From an optimization exercise on the open Yosys and OpenROAD flow, aimed at small area, a short achievable clock period and few clock cycles per item; shortcuts taken in it are not production practice. At most, simulation tests tie the RTL to the original design; equivalence was not proved. Function not checked in run 2: the RTL went through the layout flow alone. Power figures rest on the tool's default switching activity, not on a simulated workload.

==> flow/design.v, too long to show whole: its modules and the start of the top module <==
// module synBusSatRnd: 113 lines
// module singleDelayWithEnableGeneric: 17 lines
// module synDelayWithEnableGeneric: 291 lines
// module synDelayWithEnable: 18 lines
// module FixedPointMultiplier: 37 lines
// module FixedPointAdder: 36 lines
// module Neuron: 1288 lines
// module FA: 4 lines
// module HAN: 4 lines
module Neuron (
 input clk,
 input GlobalReset,             
 input Input_Valid,             
 input [11:0] Bias,             
 output Idle,
 input [335:0] Row_Wgt,         
 input [27:0] Row_Pix,          
 output Row_Ready,              
 output [18:0] NeuronOutput,
 output OutputReady);
  // ...
==> flow/flow/run.sh <==
#!/bin/bash
# The standard layout (the standard.sh: standard synthesis, then ORFS to
# finish), with the ports buffered by sky130_fd_sc_hd__buf_1 cells instead of
# the delay buffers buffer_ports picks by default. Make's output goes to
# flow.log; each ORFS step keeps its own log under orfs/logs/.
set -euo pipefail
bash standard.sh "BUFFER_PORTS_ARGS=-buffer_cell sky130_fd_sc_hd__buf_1" finish > flow.log 2>&1
==> flow/standard.sh <==
#!/bin/bash
# synth_recipe.tcl (not shown) runs the flow's synth.tcl, then flattens the netlist and writes it again
# the make line also repeats each setting of config.mk as NAME=value (left out here)
make -C /OpenROAD-flow-scripts/flow DESIGN_CONFIG=/design/flow/config.mk WORK_HOME=/design/flow/orfs CLKGATE_MAP_FILE= SYNTH_SCRIPT=/design/flow/synth_recipe.tcl "${@:-finish}"
==> flow/config.mk <==
export PLATFORM = sky130hd
export DESIGN_NAME = Neuron
export DESIGN_NICKNAME = Neuron
export VERILOG_FILES = /design/flow/design.v
export SDC_FILE = /design/flow/constraint.sdc
export NUM_CORES = 4
export LEC_CHECK = 0
export CAP_MARGIN = 20
export CORE_MARGIN = 2
export CORE_UTILIZATION = 40
export PLACE_DENSITY = 0.6
export SETUP_SLACK_MARGIN = 0.8
export SLEW_MARGIN = 20
export SYNTH_HIERARCHICAL = 1
export SYNTH_MINIMUM_KEEP_SIZE = 0
==> flow/constraint.sdc <==
create_clock -name core_clock -period 4.0 [get_ports {clk}]
set_input_delay 0.8000 -clock core_clock [delete_from_list [all_inputs] [get_ports {clk}]]
set_output_delay 0.8000 -clock core_clock [all_outputs]
set_load 0.01 [all_outputs]
==> results.toml, run 1 <==
[status]
status = "no timing/DRC/antenna violations"

[placed_design]
placed_cells = 1920
dp_hpwl_um = 36400

[pwr]
power_leader = "combinational cells"
clock_power_mw = 1.55
power_mw = 13.1

[layout]
nets = 2257
dominant_cells = "multi-input gates"
buffers = 440
antenna_cells = 4
multi_input_gates = 862
stdcell_count = 1965
fin_util_pct = 49.8
regArea_mm2 = 0.00316
syn2layout_area_growth_pct = 23.5

[sta]
finalHoldViolations = 0
fin_tns_setup_ns = 0
fin_crit_sh_pct = 81.5
finalCriticalPeriod_ns = 3.26
fin_hold_ws_ns = 0.358

[die]
die_area_mm2 = 0.0340
core_area_mm2 = 0.0323
rows = 66

[global_route]
grt_usage_pct = 26.5
met2_usage_pct = 43.8

[setup_path]
path_cells = "inv_1, ha_2, a21oi_1, o21ai_2, a311oi_4, nor3b_2, o311ai_2, buf_2"
cp-endpoint = "NeuronOutput[15]"
critPathMaxStageDelay_ns = 0.40

[routing]
drt-total-wl_um = 43700
highest_layer = "met5"
dr.pass1.iters = 5

[cts]
cts_sinks = 132
Testbench counts, summed over its fixed seeds: cycles 5,576, items 192.
==> inputs of run 2 (changes only) <==
--- a/flow/design.v
+++ b/flow/design.v
@@ -518,61 +518,51 @@
  output Idle,
  input [335:0] Row_Wgt,         
  input [27:0] Row_Pix,          
  output Row_Ready,              
  output [18:0] NeuronOutput,
  output OutputReady);
 reg busy;
 reg take_r;
-reg first_r;
 reg [5:0] cyc;       
 reg o_OutputReady;
 wire start = Input_Valid & ~busy;
 wire take = start | take_r;
 assign Idle = ~busy;
 assign Row_Ready = take;
 assign OutputReady = o_OutputReady;
-reg [0:0] vld_r;    
 always @(posedge clk or negedge GlobalReset) begin
   if (!GlobalReset) begin
     busy <= 1'b0;
     take_r <= 1'b0;
-    first_r <= 1'b0;
     cyc <= 6'd0;
     o_OutputReady <= 1'b0;
-    vld_r <= 0;
   end else begin
-    first_r <= start;
-    vld_r[0] <= take;
     if (start) begin
       busy <= 1'b1;
       take_r <= 1'b1;
       cyc <= 6'd1;
       o_OutputReady <= 1'b0;
     end else if (busy) begin
       cyc <= cyc + 6'd1;
       if (cyc == 6'd27)
         take_r <= 1'b0;
       if (cyc == 6'd28) begin
         busy <= 1'b0;
         o_OutputReady <= 1'b1;
       end
     end
   end
 end
-reg [11:0] bias_r;
-always @(posedge clk)
-  if (start)
-    bias_r <= Bias;
 wire [11:0] pp [0:27];
 genvar g;
 generate
 for (g = 0; g < 28; g = g + 1) begin : PP
-  assign pp[g] = ~(Row_Wgt[12*g +: 12] & {12{Row_Pix[g]}});
+  assign pp[g] = ~(Row_Wgt[12*g +: 12] & {12{Row_Pix[g] & take}});
 end
 endgenerate
 wire s0l0_fs0;
 wire s0l0_fc0;
 wire s0l0_fs1;
 wire s0l0_fc1;
 wire s0l0_fs2;
 wire s0l0_fc2;
@@ -1501,19 +1491,18 @@
   p0_13_0 <= s0l3_fc258;
   p0_13_1 <= s0l3_fc259;
   p0_13_2 <= s0l3_fs260;
   p0_13_3 <= s0l2_fs227;
   p0_14_0 <= s0l3_fc260;
   p0_14_1 <= s0l2_fc227;
 end
 reg [18:0] acc_s, acc_c;
-wire [18:0] as_in = acc_s |{19{first_r}};
-wire [18:0] ac_in = acc_c |{19{first_r}};
-wire [11:0] bias_in = ~(bias_r & {12{first_r}});
+wire [18:0] as_in = acc_s;
+wire [18:0] ac_in = acc_c;
 wire accl0_fs261;
 wire accl0_fc261;
 wire accl0_fs262;
 wire accl0_fc262;
 wire accl0_fs263;
 wire accl0_fc263;
 wire accl0_fs264;
 wire accl0_fc264;
@@ -1558,248 +1547,209 @@
 wire accl0_fs284;
 wire accl0_fc284;
 wire accl0_fs285;
 wire accl0_fc285;
 wire accl0_fs286;
 wire accl0_fc286;
 wire accl0_fs287;
 wire accl0_fc287;
-wire accl0_fs288;
-wire accl0_fc288;
-wire accl0_fs289;
-wire accl0_fc289;
-wire accl0_fs290;
-wire accl0_fc290;
-wire accl0_fs291;
-wire accl0_fc291;
-wire accl0_fs292;
-wire accl0_fc292;
-wire accl0_fs293;
-wire accl0_fc293;
-wire accl0_hs0;
-wire accl0_hc0;
-wire accl0_fs294;
-wire accl0_fc294;
-wire accl0_fs295;
-wire accl0_fc295;
-wire accl0_fs296;
-wire accl0_fc296;
+wire accl1_fs288;
+wire accl1_fc288;
+wire accl1_fs289;
+wire accl1_fc289;
+wire accl1_fs290;
+wire accl1_fc290;
+wire accl1_fs291;
+wire accl1_fc291;
+wire accl1_fs292;
+wire accl1_fc292;
+wire accl1_fs293;
+wire accl1_fc293;
+wire accl1_fs294;
+wire accl1_fc294;
+wire accl1_fs295;
+wire accl1_fc295;
+wire accl1_fs296;
+wire accl1_fc296;
 wire accl1_fs297;
 wire accl1_fc297;
 wire accl1_fs298;
 wire accl1_fc298;
 wire accl1_fs299;
 wire accl1_fc299;
 wire accl1_fs300;
 wire accl1_fc300;
 wire accl1_fs301;
 wire accl1_fc301;
 wire accl1_fs302;
 wire accl1_fc302;
 wire accl1_fs303;
 wire accl1_fc303;
-wire accl1_hs1;
-wire accl1_hc1;
 wire accl1_fs304;
 wire accl1_fc304;
 wire accl1_fs305;
 wire accl1_fc305;
 wire accl1_fs306;
 wire accl1_fc306;
 wire accl1_fs307;
 wire accl1_fc307;
 wire accl1_fs308;
 wire accl1_fc308;
 wire accl1_fs309;
 wire accl1_fc309;
 wire accl1_fs310;
 wire accl1_fc310;
 wire accl1_fs311;
 wire accl1_fc311;
-wire accl1_fs312;
-wire accl1_fc312;
-wire accl1_fs313;
-wire accl1_fc313;
-wire accl1_fs314;
-wire accl1_fc314;
-wire accl1_fs315;
-wire accl1_fc315;
-wire accl1_fs316;
-wire accl1_fc316;
-wire accl1_fs317;
-wire accl1_fc317;
-wire accl1_fs318;
-wire accl1_fc318;
-wire accl1_fs319;
-wire accl1_fc319;
-wire accl1_fs320;
-wire accl1_fc320;
-wire accl1_hs2;
-wire accl1_hc2;
-wire accl1_fs321;
-wire accl1_fc321;
-wire accl1_fs322;
-wire accl1_fc322;
+wire accl2_fs312;
+wire accl2_fc312;
+wire accl2_fs313;
+wire accl2_fc313;
+wire accl2_fs314;
+wire accl2_fc314;
+wire accl2_fs315;
+wire accl2_fc315;
+wire accl2_fs316;
+wire accl2_fc316;
+wire accl2_fs317;
+wire accl2_fc317;
+wire accl2_fs318;
+wire accl2_fc318;
+wire accl2_fs319;
+wire accl2_fc319;
+wire accl2_fs320;
+wire accl2_fc320;
+wire accl2_fs321;
+wire accl2_fc321;
+wire accl2_fs322;
+wire accl2_fc322;
 wire accl2_fs323;
 wire accl2_fc323;
 wire accl2_fs324;
 wire accl2_fc324;
 wire accl2_fs325;
 wire accl2_fc325;
-wire accl2_fs326;
-wire accl2_fc326;
-wire accl2_fs327;
-wire accl2_fc327;
-wire accl2_fs328;
-wire accl2_fc328;
-wire accl2_fs329;
-wire accl2_fc329;
-wire accl2_fs330;
-wire accl2_fc330;
-wire accl2_fs331;
-wire accl2_fc331;
-wire accl2_fs332;
-wire accl2_fc332;
-wire accl2_fs333;
-wire accl2_fc333;
-wire accl2_fs334;
-wire accl2_fc334;
-wire accl2_fs335;
-wire accl2_fc335;
-wire accl2_fs336;
-wire accl2_fc336;
+wire accl3_fs326;
+wire accl3_fc326;
+wire accl3_hs0;
+wire accl3_hc0;
+wire accl3_fs327;
+wire accl3_fc327;
+wire accl3_fs328;
+wire accl3_fc328;
+wire accl3_fs329;
+wire accl3_fc329;
+wire accl3_fs330;
+wire accl3_fc330;
+wire accl3_fs331;
+wire accl3_fc331;
+wire accl3_fs332;
+wire accl3_fc332;
+wire accl3_fs333;
+wire accl3_fc333;
+wire accl3_fs334;
+wire accl3_fc334;
+wire accl3_fs335;
+wire accl3_fc335;
+wire accl3_hs1;
+wire accl3_hc1;
+wire accl3_fs336;
+wire accl3_fc336;
 wire accl3_fs337;
 wire accl3_fc337;
-wire accl3_fs338;
-wire accl3_fc338;
-wire accl3_fs339;
-wire accl3_fc339;
-wire accl3_fs340;
-wire accl3_fc340;
-wire accl3_fs341;
-wire accl3_fc341;
-wire accl3_fs342;
-wire accl3_fc342;
-wire accl3_fs343;
-wire accl3_fc343;
-wire accl3_fs344;
-wire accl3_fc344;
-wire accl3_fs345;
-wire accl3_fc345;
-wire accl3_fs346;
-wire accl3_fc346;
-wire accl3_fs347;
-wire accl3_fc347;
-wire accl3_fs348;
-wire accl3_fc348;
-wire accl3_fs349;
-wire accl3_fc349;
-wire accl3_fs350;
-wire accl3_fc350;
-wire accl3_hs3;
-wire accl3_hc3;
+wire accl3_hs2;
+wire accl3_hc2;
 FA u_accl0_f261 (.a(p0_0_0), .b(p0_0_1), .c(as_in[0]), .s(accl0_fs261), .co(accl0_fc261));
 FA u_accl0_f262 (.a(p0_1_0), .b(p0_1_1), .c(p0_1_2), .s(accl0_fs262), .co(accl0_fc262));
-FA u_accl0_f263 (.a(as_in[1]), .b(ac_in[1]), .c(bias_in[1]), .s(accl0_fs263), .co(accl0_fc263));
-FA u_accl0_f264 (.a(p0_2_0), .b(p0_2_1), .c(p0_2_2), .s(accl0_fs264), .co(accl0_fc264));
-FA u_accl0_f265 (.a(p0_2_3), .b(p0_2_4), .c(as_in[2]), .s(accl0_fs265), .co(accl0_fc265));
-FA u_accl0_f266 (.a(p0_3_0), .b(p0_3_1), .c(p0_3_2), .s(accl0_fs266), .co(accl0_fc266));
-FA u_accl0_f267 (.a(p0_3_3), .b(p0_3_4), .c(as_in[3]), .s(accl0_fs267), .co(accl0_fc267));
-FA u_accl0_f268 (.a(p0_4_0), .b(p0_4_1), .c(p0_4_2), .s(accl0_fs268), .co(accl0_fc268));
-FA u_accl0_f269 (.a(p0_4_3), .b(p0_4_4), .c(p0_4_5), .s(accl0_fs269), .co(accl0_fc269));
-FA u_accl0_f270 (.a(as_in[4]), .b(ac_in[4]), .c(bias_in[4]), .s(accl0_fs270), .co(accl0_fc270));
-FA u_accl0_f271 (.a(p0_5_0), .b(p0_5_1), .c(p0_5_2), .s(accl0_fs271), .co(accl0_fc271));
-FA u_accl0_f272 (.a(p0_5_3), .b(p0_5_4), .c(p0_5_5), .s(accl0_fs272), .co(accl0_fc272));
-FA u_accl0_f273 (.a(as_in[5]), .b(ac_in[5]), .c(bias_in[5]), .s(accl0_fs273), .co(accl0_fc273));
-FA u_accl0_f274 (.a(p0_6_0), .b(p0_6_1), .c(p0_6_2), .s(accl0_fs274), .co(accl0_fc274));
-FA u_accl0_f275 (.a(p0_6_3), .b(p0_6_4), .c(p0_6_5), .s(accl0_fs275), .co(accl0_fc275));
-FA u_accl0_f276 (.a(as_in[6]), .b(ac_in[6]), .c(bias_in[6]), .s(accl0_fs276), .co(accl0_fc276));
-FA u_accl0_f277 (.a(p0_7_0), .b(p0_7_1), .c(p0_7_2), .s(accl0_fs277), .co(accl0_fc277));
-FA u_accl0_f278 (.a(p0_7_3), .b(p0_7_4), .c(p0_7_5), .s(accl0_fs278), .co(accl0_fc278));
-FA u_accl0_f279 (.a(as_in[7]), .b(ac_in[7]), .c(bias_in[7]), .s(accl0_fs279), .co(accl0_fc279));
-FA u_accl0_f280 (.a(p0_8_0), .b(p0_8_1), .c(p0_8_2), .s(accl0_fs280), .co(accl0_fc280));
-FA u_accl0_f281 (.a(p0_8_3), .b(p0_8_4), .c(p0_8_5), .s(accl0_fs281), .co(accl0_fc281));
-FA u_accl0_f282 (.a(as_in[8]), .b(ac_in[8]), .c(bias_in[8]), .s(accl0_fs282), .co(accl0_fc282));
-FA u_accl0_f283 (.a(p0_9_0), .b(p0_9_1), .c(p0_9_2), .s(accl0_fs283), .co(accl0_fc283));
-FA u_accl0_f284 (.a(p0_9_3), .b(p0_9_4), .c(p0_9_5), .s(accl0_fs284), .co(accl0_fc284));
-FA u_accl0_f285 (.a(as_in[9]), .b(ac_in[9]), .c(bias_in[9]), .s(accl0_fs285), .co(accl0_fc285));
-FA u_accl0_f286 (.a(p0_10_0), .b(p0_10_1), .c(p0_10_2), .s(accl0_fs286), .co(accl0_fc286));
-FA u_accl0_f287 (.a(p0_10_3), .b(p0_10_4), .c(p0_10_5), .s(accl0_fs287), .co(accl0_fc287));
-FA u_accl0_f288 (.a(as_in[10]), .b(ac_in[10]), .c(bias_in[10]), .s(accl0_fs288), .co(accl0_fc288));
-FA u_accl0_f289 (.a(p0_11_0), .b(p0_11_1), .c(p0_11_2), .s(accl0_fs289), .co(accl0_fc289));
-FA u_accl0_f290 (.a(p0_11_3), .b(p0_11_4), .c(p0_11_5), .s(accl0_fs290), .co(accl0_fc290));
-FA u_accl0_f291 (.a(as_in[11]), .b(ac_in[11]), .c(bias_in[11]), .s(accl0_fs291), .co(accl0_fc291));
-FA u_accl0_f292 (.a(p0_12_0), .b(p0_12_1), .c(p0_12_2), .s(accl0_fs292), .co(accl0_fc292));
-FA u_accl0_f293 (.a(p0_12_3), .b(p0_12_4), .c(p0_12_5), .s(accl0_fs293), .co(accl0_fc293));
-HAN u_accl0_h0 (.a(as_in[12]), .b(ac_in[12]), .s(accl0_hs0), .co(accl0_hc0));
-FA u_accl0_f294 (.a(p0_13_0), .b(p0_13_1), .c(p0_13_2), .s(accl0_fs294), .co(accl0_fc294));
-FA u_accl0_f295 (.a(p0_13_3), .b(as_in[13]), .c(ac_in[13]), .s(accl0_fs295), .co(accl0_fc295));
-FA u_accl0_f296 (.a(p0_14_0), .b(p0_14_1), .c(as_in[14]), .s(accl0_fs296), .co(accl0_fc296));
-FA u_accl1_f297 (.a(accl0_fs261), .b(ac_in[0]), .c(bias_in[0]), .s(accl1_fs297), .co(accl1_fc297));
-FA u_accl1_f298 (.a(accl0_fc261), .b(accl0_fs262), .c(accl0_fs263), .s(accl1_fs298), .co(accl1_fc298));
-FA u_accl1_f299 (.a(accl0_fc262), .b(accl0_fc263), .c(accl0_fs264), .s(accl1_fs299), .co(accl1_fc299));
-FA u_accl1_f300 (.a(accl0_fs265), .b(ac_in[2]), .c(bias_in[2]), .s(accl1_fs300), .co(accl1_fc300));
-FA u_accl1_f301 (.a(accl0_fc264), .b(accl0_fc265), .c(accl0_fs266), .s(accl1_fs301), .co(accl1_fc301));
-FA u_accl1_f302 (.a(accl0_fs267), .b(ac_in[3]), .c(bias_in[3]), .s(accl1_fs302), .co(accl1_fc302));
-FA u_accl1_f303 (.a(accl0_fc266), .b(accl0_fc267), .c(accl0_fs268), .s(accl1_fs303), .co(accl1_fc303));
-HAN u_accl1_h1 (.a(accl0_fs269), .b(accl0_fs270), .s(accl1_hs1), .co(accl1_hc1));
-FA u_accl1_f304 (.a(accl0_fc268), .b(accl0_fc269), .c(accl0_fc270), .s(accl1_fs304), .co(accl1_fc304));
-FA u_accl1_f305 (.a(accl0_fs271), .b(accl0_fs272), .c(accl0_fs273), .s(accl1_fs305), .co(accl1_fc305));
-FA u_accl1_f306 (.a(accl0_fc271), .b(accl0_fc272), .c(accl0_fc273), .s(accl1_fs306), .co(accl1_fc306));
-FA u_accl1_f307 (.a(accl0_fs274), .b(accl0_fs275), .c(accl0_fs276), .s(accl1_fs307), .co(accl1_fc307));
-FA u_accl1_f308 (.a(accl0_fc274), .b(accl0_fc275), .c(accl0_fc276), .s(accl1_fs308), .co(accl1_fc308));
-FA u_accl1_f309 (.a(accl0_fs277), .b(accl0_fs278), .c(accl0_fs279), .s(accl1_fs309), .co(accl1_fc309));
-FA u_accl1_f310 (.a(accl0_fc277), .b(accl0_fc278), .c(accl0_fc279), .s(accl1_fs310), .co(accl1_fc310));
-FA u_accl1_f311 (.a(accl0_fs280), .b(accl0_fs281), .c(accl0_fs282), .s(accl1_fs311), .co(accl1_fc311));
-FA u_accl1_f312 (.a(accl0_fc280), .b(accl0_fc281), .c(accl0_fc282), .s(accl1_fs312), .co(accl1_fc312));
-FA u_accl1_f313 (.a(accl0_fs283), .b(accl0_fs284), .c(accl0_fs285), .s(accl1_fs313), .co(accl1_fc313));
-FA u_accl1_f314 (.a(accl0_fc283), .b(accl0_fc284), .c(accl0_fc285), .s(accl1_fs314), .co(accl1_fc314));
-FA u_accl1_f315 (.a(accl0_fs286), .b(accl0_fs287), .c(accl0_fs288), .s(accl1_fs315), .co(accl1_fc315));
-FA u_accl1_f316 (.a(accl0_fc286), .b(accl0_fc287), .c(accl0_fc288), .s(accl1_fs316), .co(accl1_fc316));
-FA u_accl1_f317 (.a(accl0_fs289), .b(accl0_fs290), .c(accl0_fs291), .s(accl1_fs317), .co(accl1_fc317));
-FA u_accl1_f318 (.a(accl0_fc289), .b(accl0_fc290), .c(accl0_fc291), .s(accl1_fs318), .co(accl1_fc318));
-FA u_accl1_f319 (.a(accl0_fs292), .b(accl0_fs293), .c(accl0_hs0), .s(accl1_fs319), .co(accl1_fc319));
-FA u_accl1_f320 (.a(accl0_fc292), .b(accl0_fc293), .c(accl0_hc0), .s(accl1_fs320), .co(accl1_fc320));
-HAN u_accl1_h2 (.a(accl0_fs294), .b(accl0_fs295), .s(accl1_hs2), .co(accl1_hc2));
-FA u_accl1_f321 (.a(accl0_fc294), .b(accl0_fc295), .c(accl0_fs296), .s(accl1_fs321), .co(accl1_fc321));
-FA u_accl1_f322 (.a(accl0_fc296), .b(as_in[15]), .c(ac_in[15]), .s(accl1_fs322), .co(accl1_fc322));
-FA u_accl2_f323 (.a(accl1_fc298), .b(accl1_fs299), .c(accl1_fs300), .s(accl2_fs323), .co(accl2_fc323));
-FA u_accl2_f324 (.a(accl1_fc299), .b(accl1_fc300), .c(accl1_fs301), .s(accl2_fs324), .co(accl2_fc324));
-FA u_accl2_f325 (.a(accl1_fc301), .b(accl1_fc302), .c(accl1_fs303), .s(accl2_fs325), .co(accl2_fc325));
-FA u_accl2_f326 (.a(accl1_fc303), .b(accl1_hc1), .c(accl1_fs304), .s(accl2_fs326), .co(accl2_fc326));
-FA u_accl2_f327 (.a(accl1_fc304), .b(accl1_fc305), .c(accl1_fs306), .s(accl2_fs327), .co(accl2_fc327));
-FA u_accl2_f328 (.a(accl1_fc306), .b(accl1_fc307), .c(accl1_fs308), .s(accl2_fs328), .co(accl2_fc328));
-FA u_accl2_f329 (.a(accl1_fc308), .b(accl1_fc309), .c(accl1_fs310), .s(accl2_fs329), .co(accl2_fc329));
-FA u_accl2_f330 (.a(accl1_fc310), .b(accl1_fc311), .c(accl1_fs312), .s(accl2_fs330), .co(accl2_fc330));
-FA u_accl2_f331 (.a(accl1_fc312), .b(accl1_fc313), .c(accl1_fs314), .s(accl2_fs331), .co(accl2_fc331));
-FA u_accl2_f332 (.a(accl1_fc314), .b(accl1_fc315), .c(accl1_fs316), .s(accl2_fs332), .co(accl2_fc332));
-FA u_accl2_f333 (.a(accl1_fc316), .b(accl1_fc317), .c(accl1_fs318), .s(accl2_fs333), .co(accl2_fc333));
-FA u_accl2_f334 (.a(accl1_fc318), .b(accl1_fc319), .c(accl1_fs320), .s(accl2_fs334), .co(accl2_fc334));
-FA u_accl2_f335 (.a(accl1_fc320), .b(accl1_hc2), .c(accl1_fs321), .s(accl2_fs335), .co(accl2_fc335));
-FA u_accl2_f336 (.a(accl1_fc322), .b(as_in[16]), .c(ac_in[16]), .s(accl2_fs336), .co(accl2_fc336));
-FA u_accl3_f337 (.a(accl2_fc323), .b(accl2_fs324), .c(accl1_fs302), .s(accl3_fs337), .co(accl3_fc337));
-FA u_accl3_f338 (.a(accl2_fc324), .b(accl2_fs325), .c(accl1_hs1), .s(accl3_fs338), .co(accl3_fc338));
-FA u_accl3_f339 (.a(accl2_fc325), .b(accl2_fs326), .c(accl1_fs305), .s(accl3_fs339), .co(accl3_fc339));
-FA u_accl3_f340 (.a(accl2_fc326), .b(accl2_fs327), .c(accl1_fs307), .s(accl3_fs340), .co(accl3_fc340));
-FA u_accl3_f341 (.a(accl2_fc327), .b(accl2_fs328), .c(accl1_fs309), .s(accl3_fs341), .co(accl3_fc341));
-FA u_accl3_f342 (.a(accl2_fc328), .b(accl2_fs329), .c(accl1_fs311), .s(accl3_fs342), .co(accl3_fc342));
-FA u_accl3_f343 (.a(accl2_fc329), .b(accl2_fs330), .c(accl1_fs313), .s(accl3_fs343), .co(accl3_fc343));
-FA u_accl3_f344 (.a(accl2_fc330), .b(accl2_fs331), .c(accl1_fs315), .s(accl3_fs344), .co(accl3_fc344));
-FA u_accl3_f345 (.a(accl2_fc331), .b(accl2_fs332), .c(accl1_fs317), .s(accl3_fs345), .co(accl3_fc345));
-FA u_accl3_f346 (.a(accl2_fc332), .b(accl2_fs333), .c(accl1_fs319), .s(accl3_fs346), .co(accl3_fc346));
-FA u_accl3_f347 (.a(accl2_fc333), .b(accl2_fs334), .c(accl1_hs2), .s(accl3_fs347), .co(accl3_fc347));
-FA u_accl3_f348 (.a(accl2_fc334), .b(accl2_fs335), .c(ac_in[14]), .s(accl3_fs348), .co(accl3_fc348));
-FA u_accl3_f349 (.a(accl2_fc335), .b(accl1_fc321), .c(accl1_fs322), .s(accl3_fs349), .co(accl3_fc349));
-FA u_accl3_f350 (.a(accl2_fc336), .b(as_in[17]), .c(ac_in[17]), .s(accl3_fs350), .co(accl3_fc350));
-HAN u_accl3_h3 (.a(as_in[18]), .b(ac_in[18]), .s(accl3_hs3), .co(accl3_hc3));
+FA u_accl0_f263 (.a(p0_2_0), .b(p0_2_1), .c(p0_2_2), .s(accl0_fs263), .co(accl0_fc263));
+FA u_accl0_f264 (.a(p0_2_3), .b(p0_2_4), .c(as_in[2]), .s(accl0_fs264), .co(accl0_fc264));
+FA u_accl0_f265 (.a(p0_3_0), .b(p0_3_1), .c(p0_3_2), .s(accl0_fs265), .co(accl0_fc265));
+FA u_accl0_f266 (.a(p0_3_3), .b(p0_3_4), .c(as_in[3]), .s(accl0_fs266), .co(accl0_fc266));
+FA u_accl0_f267 (.a(p0_4_0), .b(p0_4_1), .c(p0_4_2), .s(accl0_fs267), .co(accl0_fc267));
+FA u_accl0_f268 (.a(p0_4_3), .b(p0_4_4), .c(p0_4_5), .s(accl0_fs268), .co(accl0_fc268));
+FA u_accl0_f269 (.a(p0_5_0), .b(p0_5_1), .c(p0_5_2), .s(accl0_fs269), .co(accl0_fc269));
+FA u_accl0_f270 (.a(p0_5_3), .b(p0_5_4), .c(p0_5_5), .s(accl0_fs270), .co(accl0_fc270));
+FA u_accl0_f271 (.a(p0_6_0), .b(p0_6_1), .c(p0_6_2), .s(accl0_fs271), .co(accl0_fc271));
+FA u_accl0_f272 (.a(p0_6_3), .b(p0_6_4), .c(p0_6_5), .s(accl0_fs272), .co(accl0_fc272));
+FA u_accl0_f273 (.a(p0_7_0), .b(p0_7_1), .c(p0_7_2), .s(accl0_fs273), .co(accl0_fc273));
+FA u_accl0_f274 (.a(p0_7_3), .b(p0_7_4), .c(p0_7_5), .s(accl0_fs274), .co(accl0_fc274));
+FA u_accl0_f275 (.a(p0_8_0), .b(p0_8_1), .c(p0_8_2), .s(accl0_fs275), .co(accl0_fc275));
+FA u_accl0_f276 (.a(p0_8_3), .b(p0_8_4), .c(p0_8_5), .s(accl0_fs276), .co(accl0_fc276));
+FA u_accl0_f277 (.a(p0_9_0), .b(p0_9_1), .c(p0_9_2), .s(accl0_fs277), .co(accl0_fc277));
+FA u_accl0_f278 (.a(p0_9_3), .b(p0_9_4), .c(p0_9_5), .s(accl0_fs278), .co(accl0_fc278));
+FA u_accl0_f279 (.a(p0_10_0), .b(p0_10_1), .c(p0_10_2), .s(accl0_fs279), .co(accl0_fc279));
+FA u_accl0_f280 (.a(p0_10_3), .b(p0_10_4), .c(p0_10_5), .s(accl0_fs280), .co(accl0_fc280));
+FA u_accl0_f281 (.a(p0_11_0), .b(p0_11_1), .c(p0_11_2), .s(accl0_fs281), .co(accl0_fc281));
+FA u_accl0_f282 (.a(p0_11_3), .b(p0_11_4), .c(p0_11_5), .s(accl0_fs282), .co(accl0_fc282));
+FA u_accl0_f283 (.a(p0_12_0), .b(p0_12_1), .c(p0_12_2), .s(accl0_fs283), .co(accl0_fc283));
+FA u_accl0_f284 (.a(p0_12_3), .b(p0_12_4), .c(p0_12_5), .s(accl0_fs284), .co(accl0_fc284));
+FA u_accl0_f285 (.a(p0_13_0), .b(p0_13_1), .c(p0_13_2), .s(accl0_fs285), .co(accl0_fc285));
+FA u_accl0_f286 (.a(p0_13_3), .b(as_in[13]), .c(ac_in[13]), .s(accl0_fs286), .co(accl0_fc286));
+FA u_accl0_f287 (.a(p0_14_0), .b(p0_14_1), .c(as_in[14]), .s(accl0_fs287), .co(accl0_fc287));
+FA u_accl1_f288 (.a(accl0_fc261), .b(accl0_fs262), .c(as_in[1]), .s(accl1_fs288), .co(accl1_fc288));
+FA u_accl1_f289 (.a(accl0_fc262), .b(accl0_fs263), .c(accl0_fs264), .s(accl1_fs289), .co(accl1_fc289));
+FA u_accl1_f290 (.a(accl0_fc263), .b(accl0_fc264), .c(accl0_fs265), .s(accl1_fs290), .co(accl1_fc290));
+FA u_accl1_f291 (.a(accl0_fc265), .b(accl0_fc266), .c(accl0_fs267), .s(accl1_fs291), .co(accl1_fc291));
+FA u_accl1_f292 (.a(accl0_fs268), .b(as_in[4]), .c(ac_in[4]), .s(accl1_fs292), .co(accl1_fc292));
+FA u_accl1_f293 (.a(accl0_fc267), .b(accl0_fc268), .c(accl0_fs269), .s(accl1_fs293), .co(accl1_fc293));
+FA u_accl1_f294 (.a(accl0_fs270), .b(as_in[5]), .c(ac_in[5]), .s(accl1_fs294), .co(accl1_fc294));
+FA u_accl1_f295 (.a(accl0_fc269), .b(accl0_fc270), .c(accl0_fs271), .s(accl1_fs295), .co(accl1_fc295));
+FA u_accl1_f296 (.a(accl0_fs272), .b(as_in[6]), .c(ac_in[6]), .s(accl1_fs296), .co(accl1_fc296));
+FA u_accl1_f297 (.a(accl0_fc271), .b(accl0_fc272), .c(accl0_fs273), .s(accl1_fs297), .co(accl1_fc297));
+FA u_accl1_f298 (.a(accl0_fs274), .b(as_in[7]), .c(ac_in[7]), .s(accl1_fs298), .co(accl1_fc298));
+FA u_accl1_f299 (.a(accl0_fc273), .b(accl0_fc274), .c(accl0_fs275), .s(accl1_fs299), .co(accl1_fc299));
+FA u_accl1_f300 (.a(accl0_fs276), .b(as_in[8]), .c(ac_in[8]), .s(accl1_fs300), .co(accl1_fc300));
+FA u_accl1_f301 (.a(accl0_fc275), .b(accl0_fc276), .c(accl0_fs277), .s(accl1_fs301), .co(accl1_fc301));
+FA u_accl1_f302 (.a(accl0_fs278), .b(as_in[9]), .c(ac_in[9]), .s(accl1_fs302), .co(accl1_fc302));
+FA u_accl1_f303 (.a(accl0_fc277), .b(accl0_fc278), .c(accl0_fs279), .s(accl1_fs303), .co(accl1_fc303));
+FA u_accl1_f304 (.a(accl0_fs280), .b(as_in[10]), .c(ac_in[10]), .s(accl1_fs304), .co(accl1_fc304));
+FA u_accl1_f305 (.a(accl0_fc279), .b(accl0_fc280), .c(accl0_fs281), .s(accl1_fs305), .co(accl1_fc305));
+FA u_accl1_f306 (.a(accl0_fs282), .b(as_in[11]), .c(ac_in[11]), .s(accl1_fs306), .co(accl1_fc306));
+FA u_accl1_f307 (.a(accl0_fc281), .b(accl0_fc282), .c(accl0_fs283), .s(accl1_fs307), .co(accl1_fc307));
+FA u_accl1_f308 (.a(accl0_fs284), .b(as_in[12]), .c(ac_in[12]), .s(accl1_fs308), .co(accl1_fc308));
+FA u_accl1_f309 (.a(accl0_fc283), .b(accl0_fc284), .c(accl0_fs285), .s(accl1_fs309), .co(accl1_fc309));
+FA u_accl1_f310 (.a(accl0_fc285), .b(accl0_fc286), .c(accl0_fs287), .s(accl1_fs310), .co(accl1_fc310));
+FA u_accl1_f311 (.a(accl0_fc287), .b(as_in[15]), .c(ac_in[15]), .s(accl1_fs311), .co(accl1_fc311));
+FA u_accl2_f312 (.a(accl1_fc288), .b(accl1_fs289), .c(ac_in[2]), .s(accl2_fs312), .co(accl2_fc312));
+FA u_accl2_f313 (.a(accl1_fc289), .b(accl1_fs290), .c(accl0_fs266), .s(accl2_fs313), .co(accl2_fc313));
+FA u_accl2_f314 (.a(accl1_fc290), .b(accl1_fs291), .c(accl1_fs292), .s(accl2_fs314), .co(accl2_fc314));
+FA u_accl2_f315 (.a(accl1_fc291), .b(accl1_fc292), .c(accl1_fs293), .s(accl2_fs315), .co(accl2_fc315));
+FA u_accl2_f316 (.a(accl1_fc293), .b(accl1_fc294), .c(accl1_fs295), .s(accl2_fs316), .co(accl2_fc316));
+FA u_accl2_f317 (.a(accl1_fc295), .b(accl1_fc296), .c(accl1_fs297), .s(accl2_fs317), .co(accl2_fc317));
+FA u_accl2_f318 (.a(accl1_fc297), .b(accl1_fc298), .c(accl1_fs299), .s(accl2_fs318), .co(accl2_fc318));
+FA u_accl2_f319 (.a(accl1_fc299), .b(accl1_fc300), .c(accl1_fs301), .s(accl2_fs319), .co(accl2_fc319));
+FA u_accl2_f320 (.a(accl1_fc301), .b(accl1_fc302), .c(accl1_fs303), .s(accl2_fs320), .co(accl2_fc320));
+FA u_accl2_f321 (.a(accl1_fc303), .b(accl1_fc304), .c(accl1_fs305), .s(accl2_fs321), .co(accl2_fc321));
+FA u_accl2_f322 (.a(accl1_fc305), .b(accl1_fc306), .c(accl1_fs307), .s(accl2_fs322), .co(accl2_fc322));
+FA u_accl2_f323 (.a(accl1_fc307), .b(accl1_fc308), .c(accl1_fs309), .s(accl2_fs323), .co(accl2_fc323));
+FA u_accl2_f324 (.a(accl1_fc309), .b(accl1_fs310), .c(ac_in[14]), .s(accl2_fs324), .co(accl2_fc324));
+FA u_accl2_f325 (.a(accl1_fc311), .b(as_in[16]), .c(ac_in[16]), .s(accl2_fs325), .co(accl2_fc325));
+FA u_accl3_f326 (.a(accl2_fc312), .b(accl2_fs313), .c(ac_in[3]), .s(accl3_fs326), .co(accl3_fc326));
+HAN u_accl3_h0 (.a(accl2_fc313), .b(accl2_fs314), .s(accl3_hs0), .co(accl3_hc0));
+FA u_accl3_f327 (.a(accl2_fc314), .b(accl2_fs315), .c(accl1_fs294), .s(accl3_fs327), .co(accl3_fc327));
+FA u_accl3_f328 (.a(accl2_fc315), .b(accl2_fs316), .c(accl1_fs296), .s(accl3_fs328), .co(accl3_fc328));
+FA u_accl3_f329 (.a(accl2_fc316), .b(accl2_fs317), .c(accl1_fs298), .s(accl3_fs329), .co(accl3_fc329));
+FA u_accl3_f330 (.a(accl2_fc317), .b(accl2_fs318), .c(accl1_fs300), .s(accl3_fs330), .co(accl3_fc330));
+FA u_accl3_f331 (.a(accl2_fc318), .b(accl2_fs319), .c(accl1_fs302), .s(accl3_fs331), .co(accl3_fc331));
+FA u_accl3_f332 (.a(accl2_fc319), .b(accl2_fs320), .c(accl1_fs304), .s(accl3_fs332), .co(accl3_fc332));
+FA u_accl3_f333 (.a(accl2_fc320), .b(accl2_fs321), .c(accl1_fs306), .s(accl3_fs333), .co(accl3_fc333));
+FA u_accl3_f334 (.a(accl2_fc321), .b(accl2_fs322), .c(accl1_fs308), .s(accl3_fs334), .co(accl3_fc334));
+FA u_accl3_f335 (.a(accl2_fc322), .b(accl2_fs323), .c(accl0_fs286), .s(accl3_fs335), .co(accl3_fc335));
+HAN u_accl3_h1 (.a(accl2_fc323), .b(accl2_fs324), .s(accl3_hs1), .co(accl3_hc1));
+FA u_accl3_f336 (.a(accl2_fc324), .b(accl1_fc310), .c(accl1_fs311), .s(accl3_fs336), .co(accl3_fc336));
+FA u_accl3_f337 (.a(accl2_fc325), .b(as_in[17]), .c(ac_in[17]), .s(accl3_fs337), .co(accl3_fc337));
+HAN u_accl3_h2 (.a(as_in[18]), .b(ac_in[18]), .s(accl3_hs2), .co(accl3_hc2));
 always @(posedge clk)
-  if (vld_r[0]) begin
-    acc_s <= {accl3_fc350, accl3_fs350, accl3_fc349, accl3_fc348, accl3_fc347, accl3_fc346, accl3_fc345, accl3_fc344, accl3_fc343, accl3_fc342, accl3_fc341, accl3_fc340, accl3_fc339, accl3_fc338, accl3_fc337, accl3_fs337, accl2_fs323, accl1_fc297, accl1_fs297};
-    acc_c <= {accl3_hs3, 1'b1, accl2_fs336, accl3_fs349, accl3_fs348, accl3_fs347, accl3_fs346, accl3_fs345, accl3_fs344, accl3_fs343, accl3_fs342, accl3_fs341, accl3_fs340, accl3_fs339, accl3_fs338, 1'b1, 1'b1, accl1_fs298, 1'b1};
+  if (start) begin
+    acc_s <= ~{7'd0, Bias};
+    acc_c <= {19{1'b1}};
+  end else begin
+    acc_s <= {accl3_fc337, accl3_fs337, accl3_fc336, accl3_hc1, accl3_fc335, accl3_fc334, accl3_fc333, accl3_fc332, accl3_fc331, accl3_fc330, accl3_fc329, accl3_fc328, accl3_fc327, accl3_hc0, accl3_fc326, accl3_fs326, accl2_fs312, accl1_fs288, accl0_fs261};
+    acc_c <= {accl3_hs2, 1'b1, accl2_fs325, accl3_fs336, accl3_hs1, accl3_fs335, accl3_fs334, accl3_fs333, accl3_fs332, accl3_fs331, accl3_fs330, accl3_fs329, accl3_fs328, accl3_fs327, accl3_hs0, 1'b1, 1'b1, ac_in[1], ac_in[0]};
   end
 assign NeuronOutput = ~acc_s + ~acc_c;
 endmodule
 module FA (input a, input b, input c, output s, output co);
 assign s = a ^ b ^ c;
 assign co = (a & b) | (a & c) | (b & c);
 endmodule
 module HAN (input a, input b, output s, output co);
==> flow/config.mk (replaced) <==
export PLATFORM = sky130hd
export DESIGN_NAME = Neuron
export DESIGN_NICKNAME = Neuron
export VERILOG_FILES = /design/flow/design.v
export SDC_FILE = /design/flow/constraint.sdc
export NUM_CORES = 4
export LEC_CHECK = 0
export CAP_MARGIN = 20
export CORE_MARGIN = 2
export CORE_UTILIZATION = 40
export PLACE_DENSITY = 0.6
export SLEW_MARGIN = 20
export SYNTH_HIERARCHICAL = 1
export SYNTH_MINIMUM_KEEP_SIZE = 0
==> run 2 against run 1 <==
First-iteration DRC count grew 28%. Via count shrank 2.1%. Clock skew shrank 0.0034 ns. Core utilization grew 0.52 points. Power grew 23%. Wire length grew 3.0%. Area after synthesis shrank 7.4%. Still clean. Hold slack lost 0.032 ns.
==> results.toml, run 2 <==
[setup_path]
critPathMaxStageDelay_ns = 0.61
critPathMaxFanout = 17
crit_top_cell = "fa_1"
path_buf_inv = 5
slowest_stage = "fa_1"
endpoint_kind = "register"
critPathArrivalTime_ns = 4.12
crit_path_start_kind = "primary input"
crit_required_ns = 4.30
path_cells = "buf_1, a21oi_2, buf_12, buf_4, nor2b_1, buf_4, buf_4, nand2_1, fa_1, fa_1, fa_1, fa_1"
path_class = "primary input to register"
path_delay_family = "adder cells"

[layout]
syn2layout_area_growth_pct = 23.6
top_regs = "acc_s (19), acc_c (14), cyc (6)"
multiInputGateArea_mm2 = 0.00931
final_common_cell = "buf_1"
fill_cells = 2805
stdcell_count = 1901
drive_above_1_share_pct = 5.37
regMostFlops = "acc_s"
final_cell_mix = "buf_1, nand2_1, fa_1"
largest_reg_flops = 19
regArea_mm2 = 0.00239
nets = 2232

[cts]
cts_sinks = 117
cts.htree.levels = 4
cts_setup_buffers = 0
cts_tree = "yes"
cts_root_buffer = "clkbuf_16"
numCtsBuffers = 17
worst_skew_pair.late_latency_ns = 0.41
ctsHoldBuffers = 0
clockBufferDepth = 2
cts_resized = 0
clk_pin_slew_ns = 0.06

[global_route]
grt-ovfl-total = 0
antenna_found_initial = 4
grt_usage_pct = 29.3
grt_max_degree = 30
grt_pass1_vias = 10300
grt_first_pass_wirelength_um = 64500

[routing]
drt-initial-drc-count = 759
dr.pass1.iters = 5
wl_per_cell_um = 23.7
drt.antenna.violating_nets = 0
drt-total-wl_um = 45000
drc = 0
routed-via-count = 9438
via_per_inst = 4.96

[placed_design]
placed_cells = 1867
io_buffers = 400
dp_hpwl_um = 40400
routabilityCongestion = 0.993

[die]
core_area_mm2 = 0.0296
io_pins = 401
die_x_um = 178
initial_core_util_pct = 40.7
die_h_um = 178
die_area_mm2 = 0.0315
rows = 63

[synthesis]
syn_inst = 1068
synth_warnings = 7
syn_avg_cell_area_um2 = 11.3
synth_area_mm2 = 0.0121

[pwr]
vdd_ir_drop_max_mv = 0.521
leakage_nw = 5.02
p_per_area_mw_per_mm2 = 1080

[sta]
drv_slew = 0
worst_pin_slew_ns = 0.913
fin_crit_sh_pct = 95.6
fin_tns_setup_ns = 0
fmax_ghz = 0.261
finalHoldViolations = 0
final-setup-viol-count = 0
rsz0062_at_grt = "no"
finalCriticalPeriod_ns = 3.83
relSlewSlack_pct = 38.9
skew_ns = 0.00838

[min_path]
hp-class = "primary input to asynchronous set/reset pin"

[job]
cap_viol_max_count = 0

[status]
status = "no timing/DRC/antenna violations"
-- run 2: changes by cell type in the layout (fill, tap and decap cells not counted), moves of 14 or more --
cell	change
fa_2	-14
edfxtp_1	-46
or2_2	-29
dfxtp_1	+33
nand2b_1	+22
o21ai_0	+16
nor2b_1	+28
-- run 2: report_power, final --
part	switching (mW)	total [mW]	internal, mW
clock	0.597	1.51	0.911
combinational	6.47	12.1	5.66
sequential	0.384	2.44	2.05
total	7.45	16.1	8.62
-- run 2: final timing paths --
path / from / to / slack (ns) / depth (start not counted)
min reg2reg: o_OutputReady / o_OutputReady / 0.48 / 1
min: GlobalReset / busy / 0.33 / 1
max: Input_Valid / p0_3_4 / 0.17 / 12
min in group core_clock: o_OutputReady / o_OutputReady / 0.48 / 1
max in group asynchronous: GlobalReset / cyc[3] / 3.32 / 1
max reg2reg: busy / p0_3_4 / 0.24 / 12
-- run 2: cell type report --
cell class	instances	area share [%]
Multi-Input combinational cell	869	62.5
Sequential cell	117	16.0
Antenna cell	2	0.0336
Tap cell	390	3.27
Clock inverter	13	0.915
Clock buffer	19	3.05
Timing Repair Buffer	444	13.0
Inverter	47	1.18
-- run 2: layer usage --
layer	share of wire, %	track usage [%]	up-vias
li1	-	-	4109
met1	43	41.2	4830
met2	48	47.5	451
met3	7.7	5.81	46
met4	1.9	5.81	2
met5	0.029	0	-
-- run 2: metrics by stage --
stage,hold WS [ns],util (%),cell area (um2),total power [mW],setup slack (ns)
floorplan,0.478,-,12100,11.0,0.344
global placement,0.467,48.3,14300,14.2,-0.534
detailed placement,0.466,48.3,14300,14.7,-0.233
CTS,0.332,50.3,14900,16.2,0.194
global route,0.352,50.3,14900,18.1,0.0631
finish,0.326,50.3,14900,16.1,0.175

[afterwards: timing with drivers on the ports]
Ports are ideal in the flow. The routed layouts listed here were re-timed in OpenROAD.
Step 1 (the two cells are an assumption about what drives the block):
set clk [get_ports {clk}]
set_driving_cell -lib_cell sky130_fd_sc_hd__clkbuf_16 $clk
set_driving_cell -lib_cell sky130_fd_sc_hd__buf_2 [delete_from_list [all_inputs] $clk]
Step 2, shift: input delay + t, output delay - t, t = (earliest + latest rising clock arrival at the registers) / 2. This alone moves slack from input paths to output paths.
a / b / c = ideal ports / drivers / drivers and shift; a / b = the first two.
run | t (ns) | slack for setup (ns) | worst setup path after step 2 | clock arrival spread, ns
run 1 | 0.463 | 0.741 / 0.700 / 0.487 | input to register | 0.015 / 0.014
run 2 | 0.448 | 0.175 / 0.185 / -0.262 | input to register | 0.009 / 0.009
With both steps, setup timing fails in run 2, where it was met with ideal ports. For run 2, which loses most, drivers alone change the setup slack by +0.010 ns; drivers and shift together by -0.437 ns.
